This is an optimization exercise on Yosys and OpenROAD, whose aim is a short achievable clock period and few clock cycles, not a production implementation.
RTL that was checked went through simulation tests only; none was proved equivalent to the original.
For runs 3 to 6, only the layout was checked, not whether the RTL still works.
Power figures rest on the tool's default switching activity, not on a simulated workload.

File: config.mk
export PLATFORM = sky130hd
export DESIGN_NAME = srisc_top
export DESIGN_NICKNAME = srisc_top
export VERILOG_FILES = /design/flow/design.v
export SDC_FILE = /design/flow/constraint.sdc
export NUM_CORES = 4
export LEC_CHECK = 0
export ABC_CLOCK_PERIOD_IN_PS = 1500
export CAP_MARGIN = 20
export CORE_MARGIN = 2
export CORE_UTILIZATION = 40
export SETUP_SLACK_MARGIN = 2.5
export SLEW_MARGIN = 20
File: constraint.sdc
create_clock -name core_clock -period 5.0 [get_ports {clk}]
set_input_delay 1.0000 -clock core_clock [delete_from_list [all_inputs] [get_ports {clk}]]
set_output_delay 1.0000 -clock core_clock [all_outputs]
set_load 0.01 [all_outputs]
File: design.v
module srisc_top(clk, reset, sw, ledr, halt, ram_addr, ram_write, ram_din, ram_dout);
	input clk, reset;
	input [7:0] sw;
	output reg [7:0] ledr;
	output reg halt;
	output [7:0] ram_addr;
	output ram_write;
	output [15:0] ram_din;
	input [15:0] ram_dout;
	function automatic [15:0] add16(input [15:0] a, input [15:0] b, input cin);
		reg [15:0] g, p, G, P, Gn, Pn;
		integer i, d;
		begin
			g = a & b; p = a ^ b;
			G = g; P = p;
			G[0] = g[0] | (p[0] & cin);
			for (d = 1; d < 16; d = d * 2) begin
				Gn = G; Pn = P;
				for (i = d; i < 16; i = i + 1) begin
					Gn[i] = G[i] | (P[i] & G[i-d]);
					Pn[i] = P[i] & P[i-d];
				end
				G = Gn; P = Pn;
			end
			add16 = p ^ {G[14:0], cin};
		end
	endfunction
	function automatic [8:0] add9(input [8:0] a, input [8:0] b);
		reg [8:0] g, p, G, P, Gn, Pn;
		integer i, d;
		begin
			g = a & b; p = a ^ b;
			G = g; P = p;
			for (d = 1; d < 9; d = d * 2) begin
				Gn = G; Pn = P;
				for (i = d; i < 9; i = i + 1) begin
					Gn[i] = G[i] | (P[i] & G[i-d]);
					Pn[i] = P[i] & P[i-d];
				end
				G = Gn; P = Pn;
			end
			add9 = p ^ {G[7:0], 1'b0};
		end
	endfunction
	function automatic [7:0] add8(input [7:0] a, input [7:0] b);
		reg [8:0] r;
		begin
			r = add9({1'b0, a}, {1'b0, b});
			add8 = r[7:0];
		end
	endfunction
	reg [7:0] pa;           
	reg pw;                 
	reg [7:0] pa_n;
	reg pw_n;
	wire [7:0] pai = ~pa_n;
	wire pwi = ~pw_n;
	reg [15:0] pd;          
	reg pf_v;               
	reg pl_v;               
	reg [2:0] pl_rd;
	reg pl_ram;
	reg [8:0] pl_a9;
	reg [7:0] pcf;          
	localparam NBT = 4;
	reg [NBT-1:0] bt_v;
	reg [7:0] bt_tag [0:NBT-1];
	reg [7:0] bt_tgt [0:NBT-1];
	reg [7:0] bt_tgt1 [0:NBT-1];
	reg [1:0] bt_ptr;
	assign ram_addr = pa;
	assign ram_write = pw;
	assign ram_din = pd;
	reg d_v;                
	reg d_btbr;             
	reg d_hold;             
	reg [15:0] hold_ir;
	reg [7:0] h_seln, h_selm, h_seld;
	reg [7:0] d_pcr, d_pc1r, d_pc2r;    
	reg [7:0] h_pc, h_pc1, h_pc2;       
	reg h_btb;
	wire [7:0] d_pc  = d_hold ? h_pc  : d_pcr;
	wire [7:0] d_pc1 = d_hold ? h_pc1 : d_pc1r;
	wire [7:0] d_pc2 = d_hold ? h_pc2 : d_pc2r;
	wire d_btb = d_hold ? h_btb : d_btbr;
	reg lw_v;               
	reg [2:0] lw_rd;
	reg lw_ram, lw_sw;
	reg [15:0] R [0:7];
	reg fN, fV, fZ;
	reg led_w;
	reg [8:0] led_a;
	reg [7:0] led_d;
	reg e_v;
	reg [7:0] e_pc, e_pc1, e_tgt, e_tgt1;
	reg [15:0] e_a, e_b, e_c;
	reg [15:0] e_an, e_bn;      
	reg e_ins;                  
	reg e_z8;                   
	reg e_add, e_and, e_mvn;    
	reg e_wr;
	reg [2:0] e_wrd;
	reg e_cmp, e_ld, e_st, e_bcc, e_bx, e_halt, e_pred, e_rd7;
	reg e_bxd;                  
	reg [2:0] e_cond;
	reg [8:0] e_imm5;
	reg w_we;
	reg [2:0] w_rd;
	reg [15:0] w_res;
	wire kill_e = pwi & e_v & (pai == e_pc);    
	wire ex = e_v & ~kill_e & ~halt;
	wire [15:0] opA = ~e_an;
	wire [15:0] shB = ~e_bn;    
	wire [15:0] opC = e_c;
	wire [15:0] stdata = e_c;   
	wire [15:0] sum = add16(e_a, e_b, 1'b0);
	wire [15:0] ee = e_and ? (opA & shB) : e_mvn ? ~shB : shB;    
	wire [15:0] res = e_add ? sum : ee;
	wire [15:0] diff = add16(opA, ~shB, 1'b1);
	wire [8:0] addr9 = add9(opA[8:0], e_imm5);
	reg taken;
	always_comb begin
		case (e_cond)
			3'b000: taken = 1'b1;
			3'b001: taken = fZ;
			3'b010: taken = ~fZ;
			3'b011: taken = fN ^ fV;
			default: taken = (fN ^ fV) | fZ;
		endcase
	end
	wire e_redir = ex & ((e_bx & ~e_bxd) | (e_bcc & (taken ^ e_pred) & ~e_z8));
	wire [7:0] e_tsel  = e_bx ? (e_rd7 ? e_pc1 : opC[7:0]) : (taken ? e_tgt : e_pc1);
	wire [7:0] e_tsel1 = e_bx ? (e_rd7 ? e_pc1 + 8'd1 : opC[7:0] + 8'd1) : (taken ? e_tgt1 : e_pc1 + 8'd1);
	wire ex_ld = ex & e_ld;
	wire ex_st = ex & e_st;
	wire ex_stram = ex_st & ~addr9[8];
	wire ex_port = ex_ld | ex_st;      
	wire we_e = ex & e_wr;
	wire [15:0] I = d_hold ? hold_ir : ram_dout;
	wire [2:0] op3 = I[15:13];
	wire [1:0] op2 = I[12:11];
	wire [2:0] rn = I[10:8], rd = I[7:5], rm = I[2:0];
	wire is_movi = (op3 == 3'b110) & op2[1];
	wire is_mov  = (op3 == 3'b110) & ~op2[1];
	wire is_alu  = (op3 == 3'b101);
	wire is_add  = is_alu & (op2 == 2'b00);
	wire is_cmp  = is_alu & (op2 == 2'b01);
	wire is_and  = is_alu & (op2 == 2'b10);
	wire is_mvn  = is_alu & (op2 == 2'b11);
	wire is_ldr  = (op3 == 3'b011);
	wire is_str  = (op3 == 3'b100);
	wire is_bcc  = (op3 == 3'b001);
	wire is_br   = (op3 == 3'b010);
	wire is_bl   = is_br & (op2 == 2'b11);
	wire is_blx  = is_br & (op2 == 2'b10);
	wire is_bx   = is_br & ~op2[0];           
	wire is_halt = (op3 == 3'b111);
	wire use_rn = (is_alu & ~is_mvn) | is_ldr | is_str;
	wire use_rm = is_alu | is_mov;
	wire use_rd = is_str | is_bx;
	wire [15:0] lw_data = lw_ram ? ram_dout : lw_sw ? {8'b0, sw} : 16'b0;
	reg [15:0] Rb [0:7];
	reg [7:0] blk;
	integer ri;
	always_comb begin
		for (ri = 0; ri < 8; ri = ri + 1) begin
			if (e_early & (e_wrd == ri)) Rb[ri] = ee;
			else if (w_we & (w_rd == ri)) Rb[ri] = w_res;
			else if (lw_v & (lw_rd == ri)) Rb[ri] = lw_data;
			else Rb[ri] = R[ri];
			blk[ri] = (e_v & (e_add | e_ld) & (e_wrd == ri)) | (pl_v & (pl_rd == ri));
		end
	end
	function automatic [15:0] rsel(input [7:0] oh);
		integer k;
		begin
			rsel = 16'd0;
			for (k = 0; k < 8; k = k + 1)
				rsel = rsel | ({16{oh[k]}} & Rb[k]);
		end
	endfunction
	wire [7:0] seln = d_hold ? h_seln : (8'd1 << ram_dout[10:8]);
	wire [7:0] selm = d_hold ? h_selm : (8'd1 << ram_dout[2:0]);
	wire [7:0] seld = d_hold ? h_seld : (8'd1 << ram_dout[7:5]);
	wire skill_d = pwi & d_v & (pai == d_pc);   
	wire w_w7 = w_we & (w_rd == 3'd7);
	wire d_bx7 = is_bx & (rd == 3'd7) & ~(lw_v & (lw_rd == 3'd7)) & ~(e_v & e_wr & (e_wrd == 3'd7)) & ~w_w7;
	wire [7:0] R7b  = R[7][7:0];
	wire [7:0] R7b1 = R[7][7:0] + 8'd1;
	wire e_cmpv = e_v & e_cmp;
	wire z_now = e_cmpv ? (opA == shB) : fZ;
	wire lt_now = e_cmpv ? ((opA[15] ^ shB[15]) ? opA[15] : (opA[14:0] < shB[14:0])) : (fN ^ fV);
	wire [15:0] Ir = ram_dout;
	wire r_bcc = (Ir[15:13] == 3'b001);
	wire r_bl  = (Ir[15:11] == 5'b01011);
	reg d_bt;
	always_comb begin
		case (Ir[10:8])
			3'b000: d_bt = 1'b1;
			3'b001: d_bt = z_now;
			3'b010: d_bt = ~z_now;
			3'b011: d_bt = lt_now;
			3'b100: d_bt = lt_now | z_now;
			default: d_bt = Ir[7];
		endcase
	end
	wire d_z8 = (Ir[7:0] == 8'd0);
	wire d_pt = ~d_hold & ~d_z8 & ((r_bcc & d_bt) | r_bl);
	wire d_redir7 = d_v & ~d_btb & d_bx7;
	wire [7:0] d_tgt  = add8(d_pc1r, Ir[7:0]);
	wire [7:0] d_tgt1 = add8(d_pc2r, Ir[7:0]);
	wire [7:0] d_tgt7  = op2[1] ? d_pc1 : R7b;
	wire [7:0] d_tgt71 = op2[1] ? d_pc2 : R7b1;
	wire e_early = e_v & e_wr & ~e_add;
	wire [15:0] rA = rsel(seln);
	wire [15:0] rB = rsel(selm);
	wire [15:0] rC = rsel(seld);
	wire [1:0] d_sh = (is_movi | is_br) ? 2'b00 : I[4:3];
	wire [1:0] d_shc = is_str ? I[4:3] : 2'b00;
	function automatic [15:0] shf(input [15:0] x, input [1:0] sh);
		case (sh)
			2'b00: shf = x;
			2'b01: shf = {x[14:0], 1'b0};
			2'b10: shf = {1'b0, x[15:1]};
			default: shf = {x[15], x[15:1]};
		endcase
	endfunction
	wire [15:0] d_bv = is_movi ? {{8{I[7]}}, I[7:0]} : is_br ? {8'b0, d_pc1} : shf(rB, d_sh);
	wire dstall = d_v & ((use_rn & (|(seln & blk))) | (use_rm & (|(selm & blk))) | (use_rd & (|(seld & blk))));
	wire d_ok = d_v & ~kill_e & ~e_redir & ~skill_d & ~halt;
	wire d_go = d_ok & ~dstall;
	wire d_wait = d_ok & dstall;
	reg [NBT-1:0] bt_hv;
	reg [7:0] bt_t, bt_t1;
	integer bi;
	always_comb begin
		bt_t = 8'd0; bt_t1 = 8'd0;
		for (bi = 0; bi < NBT; bi = bi + 1) begin
			bt_hv[bi] = bt_v[bi] & (bt_tag[bi] == pai);
			bt_t = bt_t | ({8{bt_hv[bi]}} & bt_tgt[bi]);
			bt_t1 = bt_t1 | ({8{bt_hv[bi]}} & bt_tgt1[bi]);
		end
	end
	wire bt_hit = pf_v & (|bt_hv);
	wire sel_e = kill_e | e_redir | skill_d;
	wire [7:0] nfa  = kill_e ? e_pc  : e_redir ? e_tsel  : d_pc;
	wire [7:0] nfa1 = kill_e ? e_pc1 : e_redir ? e_tsel1 : d_pc1;
	wire [7:0] nfs  = sel_e ? nfa  : pf_v ? pai : pcf;
	wire [7:0] nfs1 = sel_e ? nfa1 : pf_v ? pcf : pcf + 8'd1;
	reg [7:0] nfb, nfb1;
	reg sqb;
	always_comb begin
		sqb = 1'b1;
		if (sel_e) begin
			nfb = nfa; nfb1 = nfa1;
		end else if (d_redir7) begin
			nfb = d_tgt7; nfb1 = d_tgt71;
		end else if (bt_hit) begin
			nfb = bt_t; nfb1 = bt_t1; sqb = 1'b0;
		end else begin
			nfb = pcf; nfb1 = pcf + 8'd1; sqb = 1'b0;
		end
	end
	wire gate = ~sel_e & d_v;
	wire use_tgt = gate & ~d_btb;     
	wire use_undo = gate & d_btb;     
	wire [7:0] nfT  = use_tgt ? d_tgt : nfb;
	wire [7:0] nfT1 = use_tgt ? d_tgt1 : nfb1;
	wire [7:0] nfN  = use_undo ? d_pc1 : nfb;
	wire [7:0] nfN1 = use_undo ? d_pc2 : nfb1;
	wire [7:0] nf  = dstall ? nfs  : d_pt ? nfT : nfN;
	wire [7:0] nf1 = dstall ? nfs1 : d_pt ? nfT1 : nfN1;
	wire sqT = sqb | use_tgt;
	wire sqN = sqb | use_undo;
	wire squash = dstall ? (sel_e | pf_v) : d_pt ? sqT : sqN;
	wire lw_we = lw_v & ~(w_we & (w_rd == lw_rd));
	always_ff @(posedge clk) begin
		if (w_we) R[w_rd] <= w_res;
		if (lw_we) R[lw_rd] <= lw_data;
		w_res <= res;
		w_rd <= e_wrd;
		if (ex & e_cmp) begin
			fN <= diff[15];
			fV <= (opA[15] & ~shB[15] & ~diff[15]) | (~opA[15] & shB[15] & diff[15]);
			fZ <= (opA == shB);
		end
		led_a <= addr9;
		led_d <= stdata[7:0];
		if (led_w & (led_a == 9'h100)) ledr <= led_d;
		pd <= stdata;
		pl_rd <= e_wrd;
		pl_ram <= ~addr9[8];
		pl_a9 <= addr9;
		if (ex_port) begin
			pa <= addr9[7:0];
			pa_n <= ~addr9[7:0];
			pcf <= nf;
		end else begin
			pa <= nf;
			pa_n <= ~nf;
			pcf <= nf1;
		end
		for (bi = 0; bi < NBT; bi = bi + 1)
			if (pwi & (bt_tag[bi] == pai)) bt_v[bi] <= 1'b0;
		if (ex & e_ins) begin
			bt_v[bt_ptr] <= 1'b1;
			bt_tag[bt_ptr] <= e_pc;
			bt_tgt[bt_ptr] <= e_tgt;
			bt_tgt1[bt_ptr] <= e_tgt1;
			bt_ptr <= bt_ptr + 2'd1;
		end
		hold_ir <= I;
		h_seln <= seln;
		h_selm <= selm;
		h_seld <= seld;
		d_btbr <= d_pt ? (bt_hit & ~sqT) : (bt_hit & ~sqN);
		d_pcr <= pai;
		d_pc1r <= pai + 8'd1;
		d_pc2r <= pai + 8'd2;
		h_btb <= d_btb;
		h_pc <= d_pc;
		h_pc1 <= d_pc1;
		h_pc2 <= d_pc2;
		lw_rd <= pl_rd;
		lw_ram <= pl_ram;
		lw_sw <= (pl_a9 == 9'h140);
		e_pc <= d_pc;
		e_pc1 <= d_pc1;
		e_tgt <= d_tgt;
		e_tgt1 <= d_tgt1;
		e_a <= rA;
		e_b <= d_bv;
		e_an <= ~rA;
		e_bn <= ~d_bv;
		e_c <= shf(rC, d_shc);
		e_ins <= d_pt & ~d_btb;
		e_add <= is_add;
		e_and <= is_and;
		e_mvn <= is_mvn;
		e_wr <= is_movi | is_mov | is_add | is_and | is_mvn | is_bl | is_blx;
		e_wrd <= is_movi ? rn : (is_bl | is_blx) ? 3'd7 : rd;
		e_cmp <= is_cmp;
		e_ld <= is_ldr;
		e_st <= is_str;
		e_bcc <= is_bcc;
		e_bx <= is_bx;
		e_halt <= is_halt;
		e_pred <= d_bt;
		e_z8 <= d_z8;
		e_rd7 <= is_blx & (rd == 3'd7);
		e_bxd <= d_bx7 & ~d_btb;
		e_cond <= rn;
		e_imm5 <= {{4{I[4]}}, I[4:0]};
		if (reset) begin
			pa <= 8'd0;
			pa_n <= 8'hff;
			pcf <= 8'd1;
			bt_v <= {NBT{1'b0}};
			bt_ptr <= 2'd0;
			pw <= 1'b0;
			pw_n <= 1'b1;
			pf_v <= 1'b1;
			pl_v <= 1'b0;
			d_v <= 1'b0;
			d_hold <= 1'b0;
			lw_v <= 1'b0;
			e_v <= 1'b0;
			w_we <= 1'b0;
			halt <= 1'b0;
			led_w <= 1'b0;
		end else begin
			led_w <= ex_st;
			pw <= ex_stram;
			pw_n <= ~ex_stram;
			pf_v <= ~ex_port;
			pl_v <= ex_ld;
			d_v <= dstall ? d_ok : d_pt ? (pf_v & ~sqT) : (pf_v & ~sqN);
			d_hold <= d_wait;
			lw_v <= pl_v & ~(we_e & (e_wrd == pl_rd));
			e_v <= d_go;
			w_we <= we_e;
			if ((ex & e_halt) | (d_ok & ~d_hold & (Ir[15:13] == 3'b111) & ~ex_st)) halt <= 1'b1;
		end
	end
endmodule
File: run.sh
#!/bin/bash
# synth_recipe.tcl (not shown) runs the flow's synth.tcl, then flattens the netlist and writes it again
# the make line also repeats each setting of config.mk as NAME=value (left out here)
make -C /OpenROAD-flow-scripts/flow DESIGN_CONFIG=/design/flow/config.mk WORK_HOME=/design/flow/orfs CLKGATE_MAP_FILE= SYNTH_SCRIPT=/design/flow/synth_recipe.tcl finish
==> run notes, run 1 <==
The run finished with no timing, DRC or antenna violations. Entering global routing, the biggest net connects 34 pins. Yosys instantiated no cell more often than nand2_1. The commonest cells after synthesis are 354 x nand2_1, 341 x nor2_1, 294 x dfxtp_1. The total via count in the routed design came out at 33500. Counting every instance in the synthesized netlist gives between 3000 and 4000. The fraction of the yosys area taken by sequential cells is 0.423. The type of the setup path with the least slack is reg2reg.

In the final layout, the share of cells above drive strength 1 is 0.405. The final max-slew violation count came out at 0. The number of setup violations in the final report came out at 0. The number of synthesized flops with an enable pin came out at 235. The pin slew with the least headroom to its limit is 1330 ps. Data on the critical path is required at its endpoint by 5580 ps. The filler cells instantiated in the layout total 6311.

Max-cap violations in this run came to 0. The initial core utilization is 0.403. The standard cell core area is 75800 µm².

The vertical extent of the die came out at 281 µm. The count of input and output buffers is 59. Counting distinct cell types in the post-synthesis netlist gives between 90 and 100. The source of the worst register-to-register timing path is fZ.

The post-place instance area is 33100 µm². The end of the worst register-to-register path is pcf[2]. The type of destination of the critical path is a flip-flop. The setup skew after layout is 70.2 ps. The tree is rooted in a clkbuf_16. The maximum root-to-sink buffer count is 3.

The final weighted congestion in routability-driven placement came out at just over 1. The clock share of power came out at 0.356. The area of the die came out at 78700 µm². The most area-hungry cell type in the Yosys netlist is edfxtp_1. The count of antenna-violating nets left after detailed routing is 0.

For this run, the share of the core covered by cells in the final layout is 0.592. The final number of hold-violating endpoints is 0. The first global-routing pass estimated 215000 µm of wire. For this run, the top clock speed supported by timing is 306 MHz. Following the worst setup path forward leads to its endpoint at pcf[2]. Ranked by total cell area, the synthesized netlist is headed by edfxtp_1 23%, dfxtp_1 19%, nand2_1 4.3%. The max-slew headroom at the worst pin came out at 0.0964. The via count of the first global-routing pass is 30800. The portion of synthesized cell area occupied by the leading cell type came out at 0.231. The growth of design area from synthesis to finish is 46.6%. The count of pins on the block boundary is 60. The length in cells of the worst reg-to-reg path came out at 13. The origin of the worst setup path is fZ. The cell area after synthesis came out at roughly 30000 µm². The portion of the clock cycle consumed by the worst path in the final layout is 0.653.

The sink count of the clock tree is 529. The total grt overflow came out at 0. For this block, the routed nets add up to 158000 µm of wire. The initial antenna violation count came out at 5. Dividing the detail-routed wire length by the instance count gives 31.6 µm. The number of nets in the synthesized netlist is 3582. The all-layer global routing usage is 0.373. The internal power of the cells came out at 9190 µW. The number of buffers added to fix hold violations after cts came out at 0. The number of levels in the clock H-tree came out at 2. Summed over all failing endpoints, the final setup total negative slack is 0 ps.

The count of synthesis-stage warnings from yosys came out at 2. The cell area power density is approximately 300 nW/µm². For this run, the post-layout net count is between 4000 and 5000.

The class of the most critical hold timing path is reg2reg. The slack of the worst reg-to-reg path came out at ~1700 ps. TritonCTS created 59 clock buffers. In this run the power spent charging and discharging nets is 4550 µW. The biggest fanout along the worst timing path is 7. The first detailed-routing pass took 15 iterations. Of the total power, registers draw 0.401. In the routed design, unresolved DRC markers number 0. The share of async-settable or async-resettable flops after synthesis is 0. The worst setup path is launched from a flip-flop. For this run, the leading register cell type out of synthesis is dfxtp_1.

The clock latency of the later-clocked register in the worst-skew pair came out at between 700 and 800 ps. Of the total power, the share spent switching nets is 0.331. A synthesized cell averages 8.82 µm². Setup repair after global routing could not meet its margin everywhere. The estimated wirelength of the detail-placed design came out at 99100 µm. Across the VDD grid, the largest voltage drop is 319 µV. The detailed router finished its first iteration with 5122 violations. The clock tree from TritonCTS is done. Counting I/O delays and the setup requirement, the final critical path takes approximately 3300 ps. Clock-pin slew was measured on the worst setup and hold paths at 70 ps. The row count came out at 101. The finished cells cover approximately 45000 µm². Data arrives at the worst endpoint at 3850 ps. The die width is 281 µm.

The synthesis-stage register bit count is 529. The part of the power in combinational logic is 0.243. The number of cells on the worst hold path came out at 0. The number of vias per cell is 6.68. The leakage component of the power is 0.0175 µW.
## registers in the layout (all words and copies together), names as in the netlist, 16 cells and up
name	flops
e_bn	16
R	128
e_b	16
bt_tgt	32
bt_tag	32
e_a	16
e_an	16
w_res	16
bt_tgt1	32
e_c	16
## power by group through the flow
| stage | logic [µW] | clock network [µW] | registers [µW] |
|---|---|---|---|
| 3_3_place_gp | 2280 | 0 | 5550 |
| 4_1_cts | 2900 | 4870 | 5460 |
| 3_5_place_dp | 2290 | 0 | 5550 |
| 6_report | 3340 | 4890 | 5510 |
| 2_1_floorplan | 1600 | 0 | 5180 |
| 5_1_grt | 3480 | 5090 | 5520 |
## kinds of logic after synthesis
| kind of cell | count (synthesis) | synth area share |
|---|---|---|
| XOR/XNOR | 138 | 0.0395 |
| AND/OR/NAND/NOR | 1087 | 0.169 |
| AO/OA/AOI/OAI | 1108 | 0.245 |
| adder cells (fa/ha/maj) | 88 | 0.0370 |
| flip-flops | 529 | 0.423 |
| buffers and inverters | 431 | 0.0568 |
| multiplexers | 87 | 0.0298 |
## per-layer routing
| metal | GRT usage | part of all wire | up-vias |
|---|---|---|---|
| met2 | 0.572 | 0.42 | 2637 |
| li1 | - | - | 13900 |
| met3 | 0.0989 | 0.12 | 1006 |
| met4 | 0.294 | 0.11 | 4 |
| met1 | 0.443 | 0.35 | 15900 |
| met5 | 0 | 0.00049 | - |
## how the worst min path moves through the flow
stage / slack [ps] / startpoint / end
finish: 320 / pl_ram / lw_ram
global route: 330 / e_c[11] / pd[11]
CTS: 330 / pl_ram / lw_ram
detailed placement: 310 / e_c[15] / pd[15]
global placement: 310 / pl_ram / lw_ram
floorplan: 310 / pl_ram / lw_ram
## placed cells by master, fill, tap and decap left out, types with 72 or more instances in the layout
| cell | synthesis | final |
|---|---|---|
| a21oi_1 | 158 | 78 |
| buf_4 | 13 | 453 |
| inv_1 | 147 | 119 |
| edfxtp_1 | 235 | 235 |
| nand2_1 | 354 | 315 |
| nor2_1 | 341 | 292 |
| o22ai_1 | 171 | 115 |
| xnor2_1 | 97 | 83 |
| dfxtp_1 | 294 | 245 |
| a21oi_2 | 1 | 72 |
| buf_6 | 5 | 140 |
| o21ai_0 | 246 | 168 |
## final cells by class
type / instances / area [µm²] / share of cell area
antenna: 2 / 5.00 / 0.000112
clock inverter: 39 / 556 / 0.0124
inverter: 148 / 576 / 0.0128
timing repair buffer: 720 / 6790 / 0.151
tap: 978 / 1220 / 0.0273
multi-input combinational: 2524 / 21000 / 0.469
sequential: 529 / 13100 / 0.291
clock buffer: 73 / 1610 / 0.0359
## stage by stage
stage | setup slack [ps] | cells | power, µW | hold slack [ps]
floorplan | 1640 | 3468 | 6780 | 310
finish | 1730 | 5013 | 13700 | 324
global route | 1670 | 5012 | 14100 | 329
CTS | 1840 | 4832 | 13200 | 326
global placement | 436 | 4388 | 7840 | 311
detailed placement | 417 | 4388 | 7840 | 312
## critical path, cell delays in order, from the launching register on
cell	delay, ps
edfxtp_1	450
and3b_2	260
a211o_4	350
mux2i_4	190
or2_4	300
buf_6	130
nor3_4	230
buf_6	140
buf_12	120
nand2_1	100
o221ai_1	200
o221a_2	250
o22ai_1	90
o311a_1	300
## timing repair
action                                  4_1_cts  5_1_grt
pin swaps                                   242      178
resized for setup                           873      421
hold endpoints to repair                      0        0
cloned                                       20       13
buffers inserted                            312      166
endpoints found under the setup margin      457      320
Testbench counts, summed over its fixed seeds: cycles 43,063.
==> inputs of run 2 (changes only) <==
--- a/config.mk
+++ b/config.mk
@@ -10,3 +10,3 @@
 export CORE_MARGIN = 2
-export CORE_UTILIZATION = 40
+export CORE_UTILIZATION = 30
 export SETUP_SLACK_MARGIN = 2.5
==> run notes, run 2 <==
The flow ran to the end and the layout has no timing, DRC or antenna violations. For the worst setup path, the data arrival time is around 3900 ps. The final weighted congestion in routability-driven placement came out at 1.03. The area of the die came out at between 100000 and 150000 µm².

Summed over all cells, the static leakage comes to 0.0175 µW. The critical path required time came out at 5610 ps. The portion of the clock cycle consumed by the worst path in the final layout came out at 0.662. From bottom edge to top edge, the die measures 323 µm. Setup repair after global routing could not meet its margin everywhere. The core occupancy in the finished layout came out at 0.444.

The most area-hungry cell type in the Yosys netlist is edfxtp_1. The peak supply drop is around 300 µV. The worst setup slack after layout came out at 1690 ps.

After global routing the overflow that remains totals 0. The highest clock rate came out at 302 MHz. Walking the worst path, the cells encountered are inv_4 > ha_4 > nor4_4 > buf_4 > nand4_1 > buf_4 > o221ai_4 > o21ai_2 > buf_6 > o22a_1 > o211ai_1 > buf_4 > a211oi_2 > o31a_1 > a211o_1.

The sum of negative setup slack is 0 ps. The layout filler cell count came out at 9367. For this configuration, the core starts out at a cell density of 0.302. The die width is between 300 and 400 µm. For the final database, setup skew stands at 24.8 ps. Detailed placement finished with a half-perimeter wire length of around 100000 µm. CTS built an H-tree with a depth of 2. The worst setup path is captured at a flip-flop. In this run the critical register-to-register path is launched from e_an[6]. During I/O placement, the number of pins put on the boundary was 60.

The sequential cell area came out at 13100 µm². In the routed layout, each cell is associated on average with a via count of just over 6. The cell area power density is 297 nW/µm². The initial antenna violation count was 7. The setup slack at placement is ~350 ps. The clock tree from TritonCTS is done. Of all flip-flops after synthesis, the portion carrying an async set or reset was 0. The number of instances in the synthesized netlist came out at between 3000 and 4000. The fraction of the yosys area taken by sequential cells is 0.423.

In this run, CTS created clock tree buffers numbering 61. The tree is rooted in a clkbuf_16. The number of buffers added to fix hold violations after cts came out at 0. The final instance count without filler cells is 5414. The synthesized design contains approximately 240 enable-type register cells. The switching power as a share of total power came out at 0.345. By startpoint and endpoint, the worst setup path is classified as reg2reg.

The number of different library cells in the post-synthesis netlist is 94. The flip-flop count of the largest register, all copies and words added is 128. For this block, the initial DRC count from the detailed router was about 4500. After synthesis the cells add up to around 31000 µm². In the final layout, the share of cells above drive strength 1 is 0.401.

The global-route wire length before repair came out at 218000 µm. The cell total after placement came out at approximately 4800. Wires add up to 160000 µm. The number of cells on the worst reg-to-reg path is 15. The biggest fanout along the worst timing path is 3. The part of the power in combinational logic is 0.249.

The via count of the first global-routing pass came to 30100. The clock latency of the later-clocked register in the worst-skew pair came out at 720 ps. In the synthesized netlist, the cells that appear most often are 354 x nand2_1, 341 x nor2_1, 294 x dfxtp_1. The all-layer global routing usage is 0.287.

The part of the total power dissipated in sequential elements is 0.414. The number of nets produced by synthesis is between 3000 and 4000. Ranked by total cell area, the synthesized netlist is headed by edfxtp_1 23%, dfxtp_1 19%, nand2_1 4.3%. The final number of hold-violating endpoints is 0. The count of antenna-violating nets left after detailed routing came out at 0. Clock-pin slew was measured on the worst setup and hold paths at 70 ps.

For this run, the post-layout net count is 4104. The count of input and output buffers is a little under 60. The number of setup violations in the final report is 0. The worst hold path was traced through 0 stages. The slack of the worst reg-to-reg path is 1690 ps. At the pin with the least slew margin, the transition time is between 1000 and 1500 ps. Entering global routing, the biggest net connects 47 pins. Subtracting the final worst setup slack from the clock period gives 3310 ps. The sink count of the clock tree is 529. The commonest register cell after synthesis is dfxtp_1. The launch point of the worst hold path is pl_ram. The max-slew headroom at the worst pin came out at 0.134. The most common cell after layout, fill and taps aside is buf_4. The maximum root-to-sink buffer count came out at 3. In this design, the stage delay of the slowest critical-path cell is 340 ps.

The row count came out at between 100 and 150. The portion of synthesized cell area occupied by the leading cell type came out at 0.231. The average wire per standard cell came out at 29.5 µm. The share of total power dissipated in the clock network is 0.337.

The standard cell core area came out at 101000 µm². The endpoint identified for the worst register-to-register timing path is pa_n[5]. The synthesized area divided by synthesized cell count is around 8.8 µm². In this run the power spent charging and discharging nets is 4610 µW. The cell that appears most often on the critical path is buf_4. The most used standard cell by instance count after synthesis is nand2_1.

The final max-slew violation count came out at 0. The footprint of the multi-input gates is 20700 µm². The synthesis-stage register bit count came out at 529. The length of the first detailed-routing pass in iterations is 9. Relative to the synthesized area, the layout overhead comes to 47.1%.

The min-delay analysis places its worst path in the category reg2reg. The worst hold path terminates at lw_ram. STA classifies the critical path startpoint as a flip-flop.

The top cell types in the final layout, fill and taps aside, are 453 x buf_4, 311 x nand2_1, 297 x nor2_1. The total via count in the routed design is 33000. For this run, design rule violations remaining after detail routing come to 0. The master of the slowest instance on the critical path is dfxtp_2. The tool flagged a number of max-cap violations equal to 0. Ranked by flip-flop count, first place goes to R.

The internal power of the cells came out at 8740 µW. The count of synthesis-stage warnings from yosys is 2.
-- run 2: cell counts after synthesis --
No cell type changed its count.
-- run 2: cell families (layout without fill, tap and decap cells) --
kind of cell             after synthesis  after routing  share of synthesized area
multiplexers                          87             87                     0.0298
other                                  0              4                          0
adder cells (fa/ha/maj)               88             88                     0.0370
buffers and inverters                431            992                     0.0568
AND/OR/NAND/NOR                     1087           1100                      0.169
XOR/XNOR                             138            138                     0.0395
AO/OA/AOI/OAI                       1108           1108                      0.245
flip-flops                           529            529                      0.423
-- run 2: layout make-up --
class	instances	area share
tap	1368	0.0380
clock buffer	87	0.0388
inverter	148	0.0129
multi-input combinational	2521	0.459
sequential	529	0.290
timing repair buffer	729	0.156
clock inverter	28	0.00467
antenna	4	0.000222
-- run 2: metrics by stage --
step / power (µW) / hold slack [ps] / area, µm²
global route: 13700 / 332 / 45000
finish: 13400 / 325 / 45000
detailed placement: 7880 / 314 / 33700
CTS: 13000 / 328 / 42000
floorplan: 6780 / 310 / 31400
global placement: 7870 / 315 / 33700
-- run 2: power groups by stage --
stage	clock, µW	combinational, µW	sequential [µW]
floorplan	0	1600	5180
global placement	0	2290	5580
global route	4690	3470	5520
finish	4510	3320	5530
detailed placement	0	2310	5580
CTS	4540	2960	5480
-- run 2: how the worst max path moves through the flow --
stage	start	endpoint	slack, ps	cells past startpoint
floorplan	ram_dout[1]	pa_n[5]	1640	10
global placement	ram_dout[9]	pcf[5]	340	12
detailed placement	ram_dout[9]	pa_n[5]	350	11
CTS	e_bn[13]	pa_n[5]	1830	15
global route	e_an[6]	pa_n[4]	1610	16
finish	e_an[6]	pa_n[5]	1690	15
-- run 2: routing by layer --
layer / vias to the layer above / routed length (µm) / global-route usage / share of wire
li1: 13900 / - / - / -
met3: 793 / 18700 / 0.0808 / 0.12
met2: 2457 / 66700 / 0.429 / 0.42
met1: 15800 / 59700 / 0.359 / 0.37
met4: 4 / 14400 / 0.192 / 0.090
met5: - / 24 / 0 / 0.00015
-- run 2: timing repair --
| action | 4_1_cts | 5_1_grt |
|---|---|---|
| gates cloned | 27 | 6 |
| buffers inserted | 328 | 147 |
| pin swaps | 226 | 210 |
| resized for setup | 916 | 372 |
| endpoints found under the setup margin | 509 | 301 |
-- run 2: worst max-delay path: cells and delay by family (launching register included) --
| family | cells | cell delay, ps |
|---|---|---|
| AOI/OAI and AO/OA | 7 | 1310 |
| adders and majority gates | 1 | 240 |
| DFF | 1 | 340 |
| and+or+nand+nor | 2 | 510 |
| buffers and inverters | 5 | 800 |
==> inputs of run 3 (changes only) <==
--- a/design.v
+++ b/design.v
@@ -270,4 +270,10 @@
 	wire [7:0] nfN1 = use_undo ? d_pc2 : nfb1;
-	wire [7:0] nf  = dstall ? nfs  : d_pt ? nfT : nfN;
-	wire [7:0] nf1 = dstall ? nfs1 : d_pt ? nfT1 : nfN1;
+	wire [7:0] nfNs  = dstall ? nfs  : nfN;
+	wire [7:0] nfNs1 = dstall ? nfs1 : nfN1;
+	wire [7:0] nf  = d_pt ? nfT : nfNs;
+	wire [7:0] nf1 = d_pt ? nfT1 : nfNs1;
+	wire [7:0] paT  = ex_port ? addr9[7:0] : nfT;
+	wire [7:0] paN  = ex_port ? addr9[7:0] : nfNs;
+	wire [7:0] pcfT = ex_port ? nfT : nfT1;
+	wire [7:0] pcfN = ex_port ? nfNs : nfNs1;
 	wire sqT = sqb | use_tgt;
@@ -293,11 +299,5 @@
 		pl_a9 <= addr9;
-		if (ex_port) begin
-			pa <= addr9[7:0];
-			pa_n <= ~addr9[7:0];
-			pcf <= nf;
-		end else begin
-			pa <= nf;
-			pa_n <= ~nf;
-			pcf <= nf1;
-		end
+		pa <= d_pt ? paT : paN;
+		pa_n <= d_pt ? ~paT : ~paN;
+		pcf <= d_pt ? pcfT : pcfN;
 		for (bi = 0; bi < NBT; bi = bi + 1)
--- a/config.mk
+++ b/config.mk
@@ -10,4 +10,4 @@
 export CORE_MARGIN = 2
-export CORE_UTILIZATION = 30
-export SETUP_SLACK_MARGIN = 2.5
+export CORE_UTILIZATION = 40
+export SETUP_SLACK_MARGIN = 1.8
 export SLEW_MARGIN = 20
==> run notes, run 3 <==
Ranked by flip-flop count, first place goes to R. For hold timing, the worst endpoint is lw_ram. For this run, the register share of the synthesized area comes to 0.421. The global-route wire length before repair is 200000 µm. The commonest register cell after synthesis is dfxtp_1. The layout filler cell count came out at 7095. The setup skew after layout is 49.5 ps.

The final weighted congestion in routability-driven placement is 1.04. The max-capacitance violation count came out at 0. The clock-pin slew on the worst setup and hold paths is 80 ps. In this run the count of I/O pins placed on the die edge is 60. The number of levels in the clock H-tree came out at 2.

Ranked by total cell area, the synthesized netlist is headed by edfxtp_1 23%, dfxtp_1 19%, nor2_1 4.4%. The share of async-settable or async-resettable flops after synthesis is 0. The final instance count without filler cells is between 4000 and 5000. The initial core utilization came out at 0.405.

The total via count in the routed design is between 30000 and 40000. In this run the power density over the cells is 348 nW/µm². The synthesis-stage register bit count came out at 529. The number of different library cells in the post-synthesis netlist is roughly 100.

In this run the critical register-to-register path is launched from d_hold. Ranked by instance count, the synthesized netlist is headed by 362 x nor2_1, 318 x nand2_1, 294 x dfxtp_1. The final max-slew violation count came to 0. TritonCTS built the clock tree.

In this run, the number of DRC markers left after iteration 0 of detailed routing was 4752. The peak supply drop came out at between 200 and 250 µV. The initial antenna violation count is 4.

For this run, design rule violations remaining after detail routing come to 0. For the worst-skew pair, the clock arrives at the later sink with an insertion delay of around 680 ps. The largest total area in the synthesized netlist belongs to edfxtp_1. The library cell used most frequently in the layout, excluding fill and tap cells, is nor2_1. Setup repair after global routing could not meet its margin everywhere. The count of input and output buffers is 59.

In this run the critical register-to-register path is captured at pa_n[3]. The maximum number of pins on one net before global-route repair is 33. Summing all multi-input logic gate instances after layout gives roughly 18000 µm².

The slack of the worst reg-to-reg path is approximately 1700 ps. The area of the die came out at 79000 µm². Setup violations remaining at the end of the flow were counted as 0.

The number of synthesized flops with an enable pin is 235. STA puts the critical path data required time at roughly 5600 ps. The worst setup path is of the reg2reg kind. In the final routed layout, each cell accounts on average for 30.3 µm. The portion of synthesized cell area occupied by the leading cell type came out at 0.230. The all-layer global routing usage came out at 0.347.

Counting instances, the worst hold path has a depth of 0. The post-layout minimum cycle time came out at 3300 ps. The number of vias per cell came out at approximately 6.5. The number of instances in the synthesized netlist came out at 3439.

The share of final-layout standard cells stronger than drive strength 1 came out at 0.240. The count of antenna-violating nets left after detailed routing came out at 0. The class of the most critical hold timing path is reg2reg. In this run the most critical hold path is launched from pl_ram. The sink count of the clock tree is 529. The length in cells of the worst reg-to-reg path came out at 13. The die width is 281 µm. The tree is rooted in a clkbuf_16.

The endpoint arrival time on the critical path is between 3000 and 4000 ps. The via count of the first global-routing pass is 27700. The max-slew headroom at the worst pin is 0.0757. The biggest fanout along the worst timing path is 22. The number of nets in the layout came out at 3714. The top cell types in the final layout, fill and taps aside, are 340 x nor2_1, 305 x nand2_1, 266 x buf_4.

The type of element launching the critical path is a flip-flop. The type of destination of the critical path is a flip-flop. For the pin with the worst max-slew slack, the measured transition is 1380 ps. The length of the first detailed-routing pass in iterations is 9. Relative to the synthesized area, the layout overhead comes to 24.3%.

The sequential cells in the finished layout cover a total of between 10000 and 15000 µm². The run finished with no timing, DRC or antenna violations. The vertical extent of the die came out at approximately 280 µm. The average instance in the mapped netlist occupies about 8.9 µm². The most used standard cell by instance count after synthesis is nor2_1. The register with the most flip-flops in the layout has 128 of them.

The count of synthesis-stage warnings from yosys is 2. The estimated wirelength of the detail-placed design is 99900 µm. The row count is slightly above 100. After routing, the total negative slack on setup checks comes to 0 ps. In this run the static leakage power is ~0.015 µW. The cell area after synthesis came out at 30700 µm². The maximum root-to-sink buffer count is 3. For this run, the share of the core covered by cells in the final layout is 0.503. The standard cell core area is around 76000 µm². The number of nets produced by synthesis is 3553. Timing would allow up to about 300 MHz.

Summed over all layers, the routed wires come to about 140000 µm. The final number of hold-violating endpoints is 0. The cell total after placement is 4438. In the finished design, the share of the clock period the worst path needs comes to 0.661. The clock buffer count from CTS came out at 60. The total grt overflow is 0.
run 3: worst max-delay path by stage:
stage | slack [ps] | from | endpoint
global route | 1620 | e_an[10] | pa_n[2]
detailed placement | 380 | ram_dout[2] | e_b[15]
finish | 1700 | d_hold | pa_n[3]
global placement | 340 | ram_dout[2] | e_b[15]
floorplan | 1760 | ram_dout[9] | pcf[7]
CTS | 1690 | e_add | pcf[0]
run 3: area by class of cell:
cell class                 count  share of cell area
inverter                     135              0.0133
antenna                        4            0.000262
timing repair buffer         373              0.0865
clock buffer                  72              0.0419
multi-input combinational   2501               0.467
sequential                   529               0.342
tap                         1030              0.0337
clock inverter                42              0.0153
run 3: worst max-delay path, stage by stage (launching register included):
cell and delay, ps:
dfxtp_4 430, buf_8 220, mux2i_2 390, buf_4 200, inv_1 110, o21ai_1 240
o41ai_2 150, o311ai_4 160, nand2_1 160, buf_12 190, a211oi_1 270, o31a_1 230
a211oi_2 90, or3_1 310
run 3: where the power goes:
group          switching [µW]  internal, µW  leakage, µW
logic                    1760          1120      0.00908
registers                 554          4930      0.00458
clock network            2030          2880      0.00105
total                    4350          8930       0.0147
run 3: timing repair:
| item | in CTS | in global routing |
|---|---|---|
| hold buffers | 0 | 0 |
| endpoints found under the setup margin | 189 | 73 |
| gates resized for setup | 275 | 230 |
| setup buffers | 72 | 48 |
| pin swaps | 45 | 70 |
| cloned | 5 | 5 |
run 3: cells by family after synthesis:
| family | Yosys count | share of synthesized area |
|---|---|---|
| compound gates | 1117 | 0.248 |
| flops | 529 | 0.421 |
| simple gates | 1076 | 0.169 |
| fa+ha+maj | 88 | 0.0368 |
| buf+inv | 413 | 0.0577 |
| mux | 76 | 0.0269 |
| xor+xnor | 140 | 0.0399 |
run 3: per-layer routing:
metal  routed length (µm)  GRT usage
met2                57900      0.493
met1                58500      0.486
met4                 6630      0.138
met3                19000      0.105
met5                  135          0
run 3: per-stage QoR:
step | setup WS [ps] | power [µW] | hold slack, ps | cell area [µm²]
floorplan | 1760 | 6710 | 310 | 31000
global placement | 339 | 7850 | 310 | 33000
detailed placement | 383 | 7860 | 312 | 33000
CTS | 1690 | 13000 | 327 | 36900
global route | 1620 | 13600 | 329 | 38200
finish | 1700 | 13300 | 325 | 38200
==> inputs of run 4 (changes only) <==
--- a/config.mk
+++ b/config.mk
@@ -11,3 +11,3 @@
 export CORE_UTILIZATION = 40
-export SETUP_SLACK_MARGIN = 1.8
+export SETUP_SLACK_MARGIN = 2.5
 export SLEW_MARGIN = 20
==> run notes, run 4 <==
The fraction of the yosys area taken by sequential cells is 0.421. In the post-synthesis netlist, the biggest area contributors are edfxtp_1 23%, dfxtp_1 19%, nor2_1 4.4%. The worst pin sits at a relative slew slack of 0.185. During I/O placement, the number of pins put on the boundary was 60.

The clock-pin slew on the worst setup and hold paths is approximately 70 ps. The count of input and output buffers is between 50 and 60. The number of buffers added to fix hold violations after cts is 0. The sum of negative setup slack is 0 ps. The post-layout minimum cycle time is ~3300 ps. The share of final-layout standard cells stronger than drive strength 1 came out at 0.380. The commonest register cell after synthesis is dfxtp_1.

The type of element launching the critical path is a flip-flop. The via count of the first global-routing pass came out at 29400. During synthesis, Yosys emitted a total of 2 warnings.

The flip-flop count of the largest register, all copies and words added is 128. The maximum root-to-sink buffer count came out at 3. The analysis attributes to cell leakage a power of 0.0170 µW. The sink count of the clock tree came out at ~530. The library cell used most frequently in the layout, excluding fill and tap cells, is buf_4.

The synthesis-stage register bit count came out at ~530. The initial utilization of the core area, before any placement, comes to 0.405. The share of async-settable or async-resettable flops after synthesis came out at 0.

Power spread over the standard cell area amounts to about 320 nW/µm². In this run the mean area of a mapped cell was approximately 8.9 µm². The detailed-route wire length is 146000 µm. The most area-hungry cell type in the Yosys netlist is edfxtp_1. The total power came out at around 14000 µW. The standard cell core area came out at 75900 µm². The total grt overflow came out at 0. Entering global routing, the biggest net connects 34 pins. The area of the die came out at 79000 µm². The clock share of power came out at 0.350. After detailed routing, the number of remaining DRC violations is 0. The setup skew after layout is 54.0 ps. The flow ran to the end and the layout has no timing, DRC or antenna violations.

More flip-flops sit in one register than any other, and that register is R. The final max-slew violation count came out at 0. Across the run, the number of max-cap violations was 0. After detailed routing, the number of vias per cell comes to 6.56. The core occupancy in the finished layout came out at 0.569. Setup repair after global routing could not meet its margin everywhere. The tree is rooted in a clkbuf_16. The global-route wire length before repair came out at 204000 µm.

The clock latency of the later-clocked register in the worst-skew pair came out at 660 ps. The vertical extent of the die came out at 281 µm. The detailed router's first-iteration violation count is 5239. Before antenna repair, the detailed router went through 10 iterations.

The all-layer global routing usage is 0.351. IR analysis of the VDD net gives a maximum drop of ~290 µV. Setup violations remaining at the end of the flow were counted as 0. The portion of the clock cycle consumed by the worst path in the final layout came out at 0.664. Among all cell types in the netlist, the one instantiated most often is nor2_1.

The total net switching power is 4490 µW. The part of the power in combinational logic is 0.250. In this run the number of H-tree levels came out at 2. The highest clock rate is ~300 MHz.

After synthesis, the most frequently instantiated cells are 362 x nor2_1, 318 x nand2_1, 294 x dfxtp_1. The estimated wirelength of the detail-placed design came out at 95500 µm. The die width came out at 281 µm. The synthesized design contains approximately 240 enable-type register cells. The class of the most critical hold timing path is reg2reg. The row count came out at 101. Of the total power, the share spent switching nets is 0.328.

Buffers inserted during clock tree synthesis total 59. The number of nets in the layout is 4001. The final number of hold-violating endpoints came out at 0. In this run the worst path has a maximum fanout of 4. The cell area after synthesis came out at 30700 µm². Leaving out fill and tap cells, the most frequent cells in the layout are 411 x buf_4, 312 x nor2_1, 291 x nand2_1. The clock tree from TritonCTS is done. The number of nets handed over by synthesis was between 3000 and 4000.

For the worst setup path, the data required time is 5520 ps. The total via count in the routed design is 32600. The part of the total power dissipated in sequential elements is 0.400. The portion of synthesized cell area occupied by the leading cell type is 0.230. The type of the setup path with the least slack is reg2reg. The average wire per standard cell is about 29 µm.

The initial antenna violation count came to 3. The pin slew with the least headroom to its limit came out at between 1000 and 1500 ps. The internal power of the cells is 9210 µW.

Compared with the post-synthesis result, the final layout area differs by 40.7%. The final weighted congestion in routability-driven placement came out at 1.07. The endpoint arrival time on the critical path came out at 3840 ps. The hold slack came out at roughly 320 ps. The count of antenna-violating nets left after detailed routing is 0. The number of instances in the synthesized netlist came out at 3439. STA classifies the critical path endpoint as a flip-flop. The number of different library cells in the post-synthesis netlist came out at 104.
run 4: power by group through the flow:
stage	combinational (µW)	sequential [µW]	clock [µW]
3_5_place_dp	2330	5540	0
6_report	3430	5480	4800
3_3_place_gp	2310	5540	0
2_1_floorplan	1630	5180	0
5_1_grt	3550	5490	5000
4_1_cts	3030	5440	4830
run 4: routing by layer:
metal	wire [µm]	part of all wire	track usage	up-vias
met1	56500	0.39	0.476	15500
met3	21400	0.15	0.122	686
li1	-	-	-	13800
met2	59100	0.40	0.492	2628
met4	9220	0.063	0.171	6
met5	187	0.0013	0	-
run 4: cell families after synthesis:
group                    synth area share
AND/OR/NAND/NOR                     0.169
flip-flops                          0.421
buffers and inverters              0.0577
XOR/XNOR                           0.0399
AO/OA/AOI/OAI                       0.248
adder cells (fa/ha/maj)            0.0368
multiplexers                       0.0269
run 4: final timing paths:
check	start	depth (start not counted)	to	slack [ps]
hold reg to reg	pl_ram	0	lw_ram	320
setup / recovery	lw_rd[0]	17	e_b[7]	1680
hold / removal	pl_ram	0	lw_ram	320
setup reg to reg	lw_rd[0]	17	e_b[7]	1680
run 4: layout make-up:
cell class / instances / area [µm²]
sequential: 529 / 13100
timing repair buffer: 659 / 6190
tap: 1030 / 1290
clock buffer: 75 / 1650
inverter: 135 / 514
fill: 6491 / 32700
multi-input combinational: 2503 / 20000
antenna: 2 / 5.00
clock inverter: 37 / 482
run 4: through the flow:
stage	worst slack, ps	cell area, µm²	cells
after floorplan	1760	31600	3439
after detailed placement	529	33200	4413
after global routing	1600	43200	4969
after global placement	488	33200	4413
final	1680	43200	4970
after CTS	1710	40600	4840
run 4: critical path, stage by stage, from the launching register on:
cell and delay, ps:
dfxtp_4 360, buf_12 140, buf_12 120, nor4b_4 300, buf_6 160, buf_6 110, buf_6 90, a211oi_2 50
a211o_1 310, o21ai_2 110, o22ai_2 130, nor4_4 450, buf_6 200, buf_4 120, buf_6 80, o22a_1 100
nor2_1 50, a2111o_1 290
run 4: timing repair:
item / CTS / global route
pin swaps: 214 / 159
cloned: 17 / 3
gates resized for setup: 724 / 347
setup buffers: 298 / 125
endpoints found under the setup margin: 439 / 235
==> inputs of run 5 (changes only) <==
--- a/design.v
+++ b/design.v
@@ -51,2 +51,12 @@
 	endfunction
+	function automatic [7:0] addcs8(input [7:0] a, input [7:0] b);
+		reg [4:0] lo;
+		reg [3:0] h0, h1;
+		begin
+			lo = {1'b0, a[3:0]} + {1'b0, b[3:0]};
+			h0 = a[7:4] + b[7:4];
+			h1 = a[7:4] + b[7:4] + 4'd1;
+			addcs8 = {lo[4] ? h1 : h0, lo[3:0]};
+		end
+	endfunction
 	reg [7:0] pa;           
@@ -209,4 +219,4 @@
 	wire d_redir7 = d_v & ~d_btb & d_bx7;
-	wire [7:0] d_tgt  = add8(d_pc1r, Ir[7:0]);
-	wire [7:0] d_tgt1 = add8(d_pc2r, Ir[7:0]);
+	wire [7:0] d_tgt  = addcs8(d_pc1r, Ir[7:0]);
+	wire [7:0] d_tgt1 = addcs8(d_pc2r, Ir[7:0]);
 	wire [7:0] d_tgt7  = op2[1] ? d_pc1 : R7b;
--- a/config.mk
+++ b/config.mk
@@ -11,3 +11,3 @@
 export CORE_UTILIZATION = 40
-export SETUP_SLACK_MARGIN = 2.5
+export SETUP_SLACK_MARGIN = 1.8
 export SLEW_MARGIN = 20
==> run notes, run 5 <==
Entering global routing, the biggest net connects 37 pins. The commonest register cell after synthesis is dfxtp_1. The cell class contributing the biggest share of worst-path delay is simple AND/OR/NAND/NOR gates.

The final number of hold-violating endpoints was 0. The source of the worst register-to-register timing path is e_bn[13]. The share of async-settable or async-resettable flops after synthesis came out at 0.

For this run, the register share of the synthesized area comes to 0.416. The detailed router's first-iteration violation count came out at 3463. Max-cap violations in this run came to 0. The sink of the worst hold path is pd[10]. The layout filler cell count is about 7000. The via count of the first global-routing pass was 28100. The final weighted congestion in routability-driven placement came out at 0.991. For the final database, setup skew stands at 41.9 ps. The startpoint identified for the worst hold timing path is e_c[10]. After global routing the overflow that remains totals 0. The number of levels in the clock H-tree came out at 2.

The internal portion of the total power is 8750 µW. The sum of negative setup slack is 0 ps. On the worst path, the slowest cell contributes a delay of 580 ps. Clock tree synthesis found a total of 529 sinks. The most common cell after layout, fill and taps aside is nor2_1.

Yosys mapped the design onto 110 distinct sky130hd cell types. The DRC violations left came out at 0. The synthesized netlist occupies a cell area of 31100 µm². The share of final-layout standard cells stronger than drive strength 1 came out at 0.245. Traced cell by cell, the critical path runs through inv_2 > ha_4 > or4_4 > buf_6 > nor4_4 > mux2i_4 > mux2_4 > nand4_1 > nand2_2 > buf_12 > buf_4 > nand2_1 > and3b_1 > a211oi_2. TritonCTS built the clock tree. The max-slew headroom at the worst pin came out at 0.266. The portion of the clock cycle consumed by the worst path in the final layout is 0.677. The cell area power density came out at 333 nW/µm². Timing would allow up to 295 MHz.

The count of pins on the block boundary came out at 60. The area of the die is 80000 µm². The worst setup path is captured at a flip-flop.

In the layout the commonest cells are 344 x nor2_1, 340 x nand2_1, 276 x buf_4. The total via count in the routed design is 30400. The synthesized area divided by synthesized cell count came out at 8.87 µm². For the pin with the worst max-slew slack, the measured transition is ~1100 ps. Ranked by total cell area, the synthesized netlist is headed by edfxtp_1 23%, dfxtp_1 19%, nor2_1 4.4%. The worst path in the final design needs a cycle of around 3400 ps, including I/O delays and setup.

The synthesis-stage register bit count is 529. In this run the vertical extent of the chip is 283 µm. In this run the power spent charging and discharging nets is 4180 µW.

The average wire per standard cell is 29.9 µm. After legalization and detailed placement, the total HPWL measured around 100000 µm. The maximum root-to-sink buffer count came out at 3. For this run, the total global-route usage over all layers was measured as 0.344. The count of synthesis-stage warnings from yosys came out at 2.

The most area-hungry cell type in the Yosys netlist is edfxtp_1. The growth of design area from synthesis to finish is 24.9%. The length in cells of the worst reg-to-reg path came out at 14. STA classifies the critical path startpoint as a flip-flop. The count of buffers added on input and output ports is 59.

The peak supply drop is 292 µV. The number of vias per cell is around 6.4. For this design, the CTS-stage hold fixing added 0 buffers. The endpoint arrival time on the critical path came out at 3940 ps. For the worst setup path, the data required time is 5560 ps. Among all stages on the critical path, the largest delay is contributed by or4_4. The worst path buffer plus inverter count came out at 4. The number of nets handed over by synthesis was around 3600. The top register by number of flip-flops is R. The row count is 102. The number of cells on the worst hold path came out at 0. The number of synthesized flops with an enable pin is 235. In this run the worst path has a maximum fanout of 5. The final layout contains routed wiring with a total length of 143000 µm. The global-route wire length before repair came out at ~200000 µm. The number of setup violations in the final report is 0. The setup path with the least slack is of type reg2reg.

The part of the total power dissipated in sequential elements is 0.422. In the synthesized netlist, the cells that appear most often are 362 x nor2_1, 350 x nand2_1, 294 x dfxtp_1. The number of instances in the synthesized netlist is roughly 3500. In this run the static leakage power is 0.0149 µW. The initial core utilization is 0.403.

The core occupancy in the finished layout is 0.503. Setup repair after global routing could not meet its margin everywhere. The most common cell in the synthesized netlist is nor2_1. The first TritonRoute pass finished after 8 iterations. The run finished with no timing, DRC or antenna violations. The standard cell core area is 77200 µm². The number of clock buffers added by TritonCTS is 61. The endpoint identified for the worst register-to-register timing path is pcf[1]. The count of antenna-violating nets left after detailed routing came out at 0. In this run the clock root is driven by a clkbuf_16.

The share of synthesized area in the top cell type comes to 0.227. The switching power as a share of total power came out at 0.323. Counting buffers and inverters, the worst setup path is 14 cells deep. The flip-flop count of the largest register, all copies and words added is 128. Across all register-to-register paths, the minimum setup slack is 1610 ps. The die width came out at 283 µm. The number of nets in the layout is 3806. Of the total power, combinational logic draws 0.221. The clock share of power came out at 0.357. The initial antenna violation count is 6. The clock latency of the later-clocked register in the worst-skew pair is around 670 ps. The class of the most critical hold timing path is reg2reg. The final max-slew violation count is 0. The clock-pin slew on the worst setup and hold paths is 60 ps.
[run 5: changes by cell type after synthesis, sizes merged, moves of 15 or more]
cell,delta
inv,+26
a211oi,-51
xnor2,+15
nand2,+32
a31o,+45
buf,-28
clkbuf,+29
a211o,+20
[run 5: cell type report]
class	instances	area (µm²)	area share
multi-input combinational	2541	18300	0.471
sequential	529	13000	0.336
timing repair buffer	396	3530	0.0910
clock buffer	84	1780	0.0457
tap	1040	1300	0.0335
inverter	159	604	0.0156
clock inverter	27	289	0.00744
antenna	3	7.51	0.000193
[run 5: worst reg2reg max path: cells and delay by family (launching register included)]
family,cells,cell delay (ps)
and+or+nand+nor,6,1540
AOI/OAI and AO/OA,1,180
buffers and inverters,4,550
muxes,2,450
DFF,1,350
adders and majority gates,1,210
[run 5: per-layer routing]
layer | global-route usage | vias up | wire [µm]
met5 | 0 | - | 0
met4 | 0.248 | 0 | 14100
li1 | - | 13400 | -
met1 | 0.424 | 14600 | 53600
met3 | 0.0591 | 622 | 12800
met2 | 0.547 | 1822 | 62300
[run 5: power groups by stage]
stage / sequential [µW] / clock, µW / combinational, µW
2_1_floorplan: 5180 / 0 / 1550
3_3_place_gp: 5510 / 0 / 2370
3_5_place_dp: 5510 / 0 / 2380
4_1_cts: 5430 / 4650 / 2580
5_1_grt: 5480 / 4830 / 3020
6_report: 5460 / 4610 / 2850
[run 5: worst max path at each step]
stage | startpoint | to | slack, ps
6_report | e_bn[13] | pcf[1] | 1610
5_1_grt | e_bn[13] | d_v | 1540
4_1_cts | e_an[12] | pa_n[3] | 1680
3_5_place_dp | ram_dout[0] | pcf[7] | 330
3_3_place_gp | ram_dout[2] | e_b[3] | 340
2_1_floorplan | ram_dout[8] | pa_n[3] | 1640
[run 5: metrics by stage]
stage | cell area [µm²] | std cells | total power [µW] | hold WS, ps | setup WS, ps
global route | 38800 | 4776 | 13300 | 330 | 1540
CTS | 37300 | 4706 | 12700 | 330 | 1680
detailed placement | 33500 | 4514 | 7890 | 314 | 325
finish | 38800 | 4779 | 12900 | 327 | 1610
floorplan | 31400 | 3506 | 6730 | 310 | 1640
global placement | 33500 | 4514 | 7880 | 312 | 337
[run 5: cells by family after synthesis]
group / share of synthesized area
adders and majority gates: 0.0385
AOI/OAI and AO/OA: 0.247
and+or+nand+nor: 0.169
xor gates and xnor gates: 0.0403
buffers and inverters: 0.0587
DFF: 0.416
muxes: 0.0304
[run 5: repair_timing]
| action | 4_1_cts | 5_1_grt |
|---|---|---|
| pin swaps | 49 | 61 |
| gates cloned | 3 | 10 |
| setup buffers | 78 | 59 |
| resized for setup | 286 | 241 |
| endpoints found under the setup margin | 120 | 64 |
==> inputs of run 6 (changes only) <==
--- a/config.mk
+++ b/config.mk
@@ -11,3 +11,3 @@
 export CORE_UTILIZATION = 40
-export SETUP_SLACK_MARGIN = 1.8
+export SETUP_SLACK_MARGIN = 2.5
 export SLEW_MARGIN = 20
==> run notes, run 6 <==
In this run the worst hold path is classified as reg2reg. The total grt overflow came out at 0. The growth of design area from synthesis to finish is 46.1%. The number of synthesized flops with an enable pin is 235. The global-route wire length before repair came out at 220000 µm. Leaving out fill and tap cells, the most frequent cells in the layout are 459 x buf_4, 325 x nand2_1, 301 x nor2_1.

Of the total synthesized cell area, the portion taken by AND, OR, NAND and NOR gates is 0.169. The DRC violations left is 0. The number of nets in the layout came out at 4159. The synthesized area divided by synthesized cell count came out at 8.87 µm². The estimated wirelength of the detail-placed design is 103000 µm. The number of vias per cell came out at 6.40. The biggest fanout along the worst timing path came out at 5.

The maximum root-to-sink buffer count is 3. The end of the worst register-to-register path is pa[6]. The type of element launching the critical path is a flip-flop. The standard cell core area came out at 77200 µm². The footprint of the multi-input gates is 21400 µm². The worst setup path is of the reg2reg kind.

The complex-gate fraction of the synthesized area is 0.247. edfxtp_1 takes more of the synthesized area than any other cell. The xor/xnor cell area share of the yosys netlist came out at 0.0403. The length in cells of the worst reg-to-reg path came out at 11. After synthesis the cells add up to about 31000 µm². The portion of synthesized cell area occupied by the leading cell type came out at 0.227. From bottom edge to top edge, the die measures 283 µm. The internal power of the cells came out at about 9000 µW.

The initial core utilization came out at 0.403. For this design the top-level I/O count stands at 60. The initial antenna violation count is 4.

The final number of hold-violating endpoints came out at 0. The max-capacitance violation count is 0. The count of input and output buffers is 59.

The length of the first detailed-routing pass in iterations is 7. The maximum number of pins on one net before global-route repair came out at 35. The layout filler cell count is 6502. The clock latency of the later-clocked register in the worst-skew pair is between 600 and 700 ps.

The total net switching power is around 4500 µW. The final max-slew violation count came out at 0. The part of the total power dissipated in sequential elements came out at 0.400. In the post-synthesis netlist, the biggest area contributors are edfxtp_1 23%, dfxtp_1 19%, nor2_1 4.4%. The main combinational cell family by area after synthesis is compound AO/OA/AOI/OAI gates. The finished cells cover 45400 µm². TritonCTS built the clock tree.

The area of the die came out at 80000 µm². The number of instances in the synthesized netlist came out at about 3500. The share of final-layout standard cells stronger than drive strength 1 came out at 0.413. The row count came out at 102. The sink count of the clock tree came out at between 500 and 600. The count of synthesis-stage warnings from yosys is 2. The via count of the first global-routing pass came out at a little over 30000.

The source of the worst register-to-register timing path is fZ. The cell total after placement came out at 4517. The top register by number of flip-flops is R. The clock share of power is 0.341. The worst setup path is captured at a flip-flop. The portion of the clock cycle consumed by the worst path in the final layout came out at 0.679.

The root buffer selected by CTS is clkbuf_16. For this design the ratio of total power to cell area is 300 nW/µm². The worst-case IR drop observed on VDD is around 280 µV. The number of different library cells in the post-synthesis netlist is 110. The all-layer global routing usage is 0.382. Excluding fillers, the count of instances in the completed layout stands at 5135. The share of total power dissipated in combinational logic is 0.258. The flip-flop count of the largest register, all copies and words added came out at 128. The total via count in the routed design came out at 32900.

The average wire per standard cell came out at 30.9 µm. Summing all placed instances gives a cell area of about 34000 µm². By count the netlist is led by 362 x nor2_1, 350 x nand2_1, 294 x dfxtp_1. The die width came out at ~280 µm.

The post-layout minimum cycle time is 3390 ps. The setup skew after layout came out at 35.8 ps. The detailed router's first-iteration violation count is 4120. The mux cell area share after synthesis is 0.0304. Setup repair after global routing could not meet its margin everywhere. The leakage component of the power is 0.0178 µW. The count of antenna-violating nets left after detailed routing came out at 0. Tracing the worst setup path back leads to its startpoint at fZ.

The clock-pin slew on the worst setup and hold paths came out at around 60 ps. The worst pin sits at a relative slew slack of 0.232. Of the synthesized area, sequential elements account for 0.416. The most used flip-flop cell after synthesis is dfxtp_1. At the end of routability-driven placement, the weighted congestion stood at roughly 1.0.

For flop-to-flop paths, the worst setup slack is between 1500 and 2000 ps. The number of setup violations in the final report is 0. At the pin with the least slew margin, the transition time is 1140 ps. The capturing instance or port of the critical path is pa[6]. The endpoint arrival time on the critical path is between 3000 and 4000 ps. The clock buffer count from CTS is 61. Counting flops with an async set or reset pin after synthesis yields a share of 0. After synthesis the netlist holds a flip-flop and latch count of roughly 530.

The detailed-route wire length came out at 159000 µm. When the netlist entered floorplanning its net count stood at 3624. Of the total power, the share spent switching nets is 0.330. At the worst endpoint, the required time is 5540 ps.

The flow ran to the end and the layout has no timing, DRC or antenna violations. The sequential cell area came out at 13100 µm². The adder-cell share of the synthesized area came out at 0.0385. Leaving out fill and tap cells, the most frequent cell in the layout is buf_4. The number of levels in the clock H-tree is 2. The most used standard cell by instance count after synthesis is nor2_1. In the final timing run, aggregate negative setup slack is 0 ps.

For this run, the top clock speed supported by timing is 295 MHz.
run 6: worst max-delay path, cell delays in order, from the launching register on:
cell and delay (ps):
edfxtp_1 480, and3b_2 300, a211o_4 370, nor3_4 320, o21a_4 280, buf_4 140
o211ai_1 250, a31oi_1 490, a31oi_1 100, nand2_1 90, o211ai_1 150, a32o_1 310
run 6: metal layers:
metal / up-vias / routed length (µm) / track usage / part of all wire
li1: 14100 / - / - / -
met1: 15700 / 56000 / 0.438 / 0.35
met2: 2226 / 69100 / 0.592 / 0.44
met3: 832 / 14700 / 0.0832 / 0.093
met4: 0 / 18600 / 0.360 / 0.12
met5: - / 0 / 0 / 0
run 6: cell type report:
type	count	share of cell area
Multi-Input combinational cell	2548	0.470
Clock inverter	31	0.00716
Inverter	159	0.0135
Tap cell	1040	0.0286
Timing Repair Buffer	742	0.155
Antenna cell	2	0.000110
Clock buffer	84	0.0382
Sequential cell	529	0.287
run 6: what timing repair did:
| action | CTS | global route |
|---|---|---|
| pin swaps | 265 | 230 |
| hold buffers | 0 | 0 |
| hold endpoints to repair | 0 | 0 |
| resized for setup | 902 | 340 |
| buffers inserted | 340 | 139 |
| cloned | 18 | 4 |
| setup endpoints to repair | 442 | 245 |
run 6: kinds of logic (layout without fill, tap and decap cells):
family	after synthesis	in the layout
AOI/OAI and AO/OA	1112	1115
and+or+nand+nor	1107	1113
DFF	529	529
buffers and inverters	438	1016
xor gates and xnor gates	143	143
adders and majority gates	92	92
muxes	85	85
other	0	2
run 6: how the worst min path moves through the flow:
stage | from | end | slack, ps | depth (start not counted)
finish | e_c[13] | pd[13] | 320 | 0
global route | e_c[13] | pd[13] | 330 | 0
CTS | e_c[13] | pd[13] | 330 | 0
detailed placement | e_c[13] | pd[13] | 310 | 0
global placement | pl_ram | lw_ram | 310 | 0
floorplan | pl_ram | lw_ram | 310 | 0
run 6: per-stage QoR:
step	hold slack (ps)	utilization	setup WS, ps	total power (µW)
after floorplan	310	-	1640	6850
after global placement	312	0.440	308	7990
after detailed placement	314	0.440	287	7990
after CTS	328	0.552	1720	13200
after global routing	331	0.588	1610	14000
final	323	0.589	1610	13600
run 6: power groups by stage:
stage                     logic (µW)  clock network, µW  registers (µW)
after floorplan                 1670                  0            5180
after global placement          2480                  0            5510
after detailed placement        2480                  0            5510
after CTS                       3130               4690            5420
after global routing            3660               4860            5460
final                           3520               4640            5450

-- re-timing with driven ports --
How much do the figures lean on ideal ports? The routed layouts below were timed once more, with nothing changed but the port constraints. Step 1: set_driving_cell puts a clkbuf_16 on clk and a buf_2 on each other input, an assumption about the parent block. Step 2 times the ports against the registers' clock, not the clock port: input delays grow and output delays shrink by t, the midpoint of the rising clock arrivals with the driver on. a / b / c = ideal / step 1 / step 2; a / b = the first two.
run | t, ns | setup WS [ns] | hold WS [ns] | worst setup path at the end | pins driven straight from the clock port
run 1 | 0.752 | 1.734 / 1.734 / 1.052 | 0.324 / 0.324 / 0.324 | input to register | 1
run 2 | 0.784 | 1.690 / 1.690 / 0.917 | 0.325 / 0.325 / 0.325 | input to register | 1
run 3 | 0.727 | 1.696 / 1.659 / 0.932 | 0.325 / 0.325 / 0.325 | input to register | 1
run 4 | 0.711 | 1.682 / 1.682 / 1.036 | 0.322 / 0.322 / 0.322 | input to register | 1
run 5 | 0.719 | 1.614 / 1.614 / 1.035 | 0.327 / 0.327 / 0.327 | input to register | 1
run 6 | 0.720 | 1.605 / 1.605 / 1.022 | 0.323 / 0.323 / 0.323 | input to register | 1
After both steps setup and hold are still met in every run listed. The setup slack of run 2, which loses most, moves by 0.000 ns with the drivers and by -0.773 ns with both steps.
